What follows belongs to an exercise in optimizing a design on an open flow for small area; a production flow would make more cautious choices.
In this exercise RTL edits were held to simulation tests only and were not proved equivalent to the original.

// VGA
module VGA(
	input CLOCK_50,
	input rst,
	input [11:0] TRI_P1X,
	input [11:0] TRI_P1Y,
	input [11:0] TRI_P2X,
	input [11:0] TRI_P2Y,
	input [11:0] TRI_P3X,
	input [11:0] TRI_P3Y,
	output [3:0] VGA_R,
	output [3:0] VGA_G,
	output [3:0] VGA_B,
	output [3:0] LEDG,
	output VGA_HS,
	output VGA_VS
);
function automatic [11:0] add12(input [11:0] x, input [11:0] y, input ci);
	integer i; reg c;
	begin
		c = ci;
		for (i = 0; i < 12; i = i + 1) begin
			add12[i] = x[i] ^ y[i] ^ c;
			c = (x[i] & y[i]) | (c & (x[i] ^ y[i]));
		end
	end
endfunction
function automatic [12:0] add13(input [12:0] x, input [12:0] y, input ci);
	integer i; reg c;
	begin
		c = ci;
		for (i = 0; i < 13; i = i + 1) begin
			add13[i] = x[i] ^ y[i] ^ c;
			c = (x[i] & y[i]) | (c & (x[i] ^ y[i]));
		end
	end
endfunction
function automatic ge11(input [10:0] x, input [10:0] yn);
	integer i; reg c;
	begin
		c = 1'b1;
		for (i = 0; i < 11; i = i + 1)
			c = (x[i] & yn[i]) | (x[i] & c) | (yn[i] & c);
		ge11 = c;
	end
endfunction
function automatic [10:0] inc11(input [10:0] x);
	integer i; reg c;
	begin
		c = 1'b1;
		for (i = 0; i < 11; i = i + 1) begin
			inc11[i] = x[i] ^ c;
			c = c & x[i];
		end
	end
endfunction
reg [10:0] hx;
reg [9:0]  vy;
wire h_end = (hx == 11'd1300);
wire v_end = (vy == 10'd490);
wire frame_end = h_end & v_end;
wire [10:0] vy1 = inc11({1'b0, vy});
always @(posedge CLOCK_50) begin
	if (rst) begin
		hx <= 11'h6e3;           
		vy <= 10'h3dd;           
	end else if (h_end) begin
		hx <= 11'h6e3;
  ...
Size: about 800 cells after synthesis, ~130 flip-flops, ~7500 um^2 of cells after synthesis.
==> flow/config.mk <==
export PLATFORM = sky130hd
export DESIGN_NAME = VGA
export DESIGN_NICKNAME = VGA
export VERILOG_FILES = /design/flow/design.v
export SDC_FILE = /design/flow/constraint.sdc
export NUM_CORES = 4
export LEC_CHECK = 0
export CAP_MARGIN = 20
export CORE_MARGIN = 2
export CORE_UTILIZATION = 65
export PLACE_DENSITY = 0.75
export SLEW_MARGIN = 20
==> flow/constraint.sdc <==
create_clock -name core_clock -period 20.0 [get_ports {CLOCK_50}]
set_input_delay 4.0000 -clock core_clock [delete_from_list [all_inputs] [get_ports {CLOCK_50}]]
set_output_delay 4.0000 -clock core_clock [all_outputs]
set_load 0.01 [all_outputs]
standard.sh (not shown) runs the stock make flow with config.mk's settings and CLKGATE_MAP_FILE= SYNTH_SCRIPT=/design/flow/synth_recipe.tcl, a recipe that flattens the netlist after the stock synthesis.
==> flow/flow/run.sh <==
#!/bin/bash
# Standard ORFS layout (the standard.sh), with two changes:
#  - port buffers use the smallest buffer cell (buf_1) instead of clkdlybuf4s50_1
#  - clock tree built from small clock buffers in large sink clusters, without dummy loads
set -euo pipefail
export BUFFER_PORTS_ARGS="-buffer_cell sky130_fd_sc_hd__buf_1"
export CTS_ARGS="-sink_clustering_enable -repair_clock_nets -dont_use_dummy_load -sink_clustering_size 30 -sink_clustering_max_diameter 80 -buf_list {sky130_fd_sc_hd__clkbuf_4 sky130_fd_sc_hd__clkbuf_8}"
bash standard.sh > standard.log 2>&1
Next try:
==> flow/flow/run.sh (replaced) <==
#!/bin/bash
# The standard layout (standard.sh) with three changes:
#  - synthesis maps logic with an area-oriented ABC script (flow/synth.tcl,
#    flow/abc_area.script); registers are mapped exactly as in standard synthesis
#  - port buffers use the smallest buffer cell (buf_1) instead of clkdlybuf4s50_1
#  - clock tree built from clkbuf_8 cells, without dummy loads
set -euo pipefail
here=$(pwd)
export BUFFER_PORTS_ARGS="-buffer_cell sky130_fd_sc_hd__buf_1"
export CTS_ARGS="-sink_clustering_enable -repair_clock_nets -dont_use_dummy_load -sink_clustering_size 30 -sink_clustering_max_diameter 80 -buf_list {sky130_fd_sc_hd__clkbuf_4 sky130_fd_sc_hd__clkbuf_8}"
export FLOW_ABC_SCRIPT="$here/flow/abc_area.script"
sed "s#SYNTH_SCRIPT=[^ ]*#SYNTH_SCRIPT=$here/flow/synth.tcl#" standard.sh > standard_area.sh
grep -q "SYNTH_SCRIPT=$here/flow/synth.tcl" standard_area.sh
bash standard_area.sh > standard.log 2>&1
==> flow/flow/abc_area.script (new file) <==
strash
balance
rewrite
refactor
balance
rewrite
rewrite -z
balance
refactor -z
rewrite -z
balance
dch
map -a
topo
==> flow/flow/synth.tcl (new file) <==
# The standard flow's synth_recipe.tcl (ORFS synthesis, -nofsm -noshare, flattened, function
# nets renamed), with one change: ABC maps the combinational logic with an
# area-oriented script (flow/abc_area.script) instead of ORFS's delay-oriented
# one.  Flip-flops are mapped by dfflibmap before ABC and are not touched.
proc synth {args} { yosys synth -nofsm -noshare {*}$args }
proc abc {args} {
  set i [lsearch -exact $args -script]
  if { $i >= 0 } { lset args [expr {$i + 1}] $::env(FLOW_ABC_SCRIPT) }
  set j [lsearch -exact $args -D]
  if { $j >= 0 } { set args [lreplace $args $j [expr {$j + 1}]] }
  yosys abc {*}$args
}
source $::env(SCRIPTS_DIR)/synth.tcl
# left out here: clear keep_hierarchy, flatten, clean up, hide names made inside functions, write 1_2_yosys.v
CORE_UTILIZATION = 40   (was 65)
PLACE_DENSITY = default   (was 0.75)
The changed run completed with no timing, DRC or antenna violations.
Synthesized cell count goes down by 10%.
Count of clock-buffer cells in the layout stays the same.
Cell count goes up by about 5%.
Design area goes down by 8.0%.

==> static timing again, ports no longer ideal <==
Ports are ideal in the flow. The routed layouts listed here were re-timed in OpenROAD.
Step 1 assumes that a clkbuf_16 drives the clock port and a buf_2 every other input.
Step 2 also shifts input and output timing later by t, the mid clock arrival at the registers, as if the neighbouring blocks saw the same clock.
Slacks: ideal / step 1 / step 2; pairs: ideal / step 1.
| run | t, ns | setup slack, ns | worst slew at a driven data input, ns |
|---|---|---|---|
| the first run | 0.477 | 4.935 / 4.899 / 5.376 | 0.05 |
| the second run | 0.464 | 3.960 / 3.922 / 4.385 | 0.05 |
After both steps every run listed still meets setup and hold.
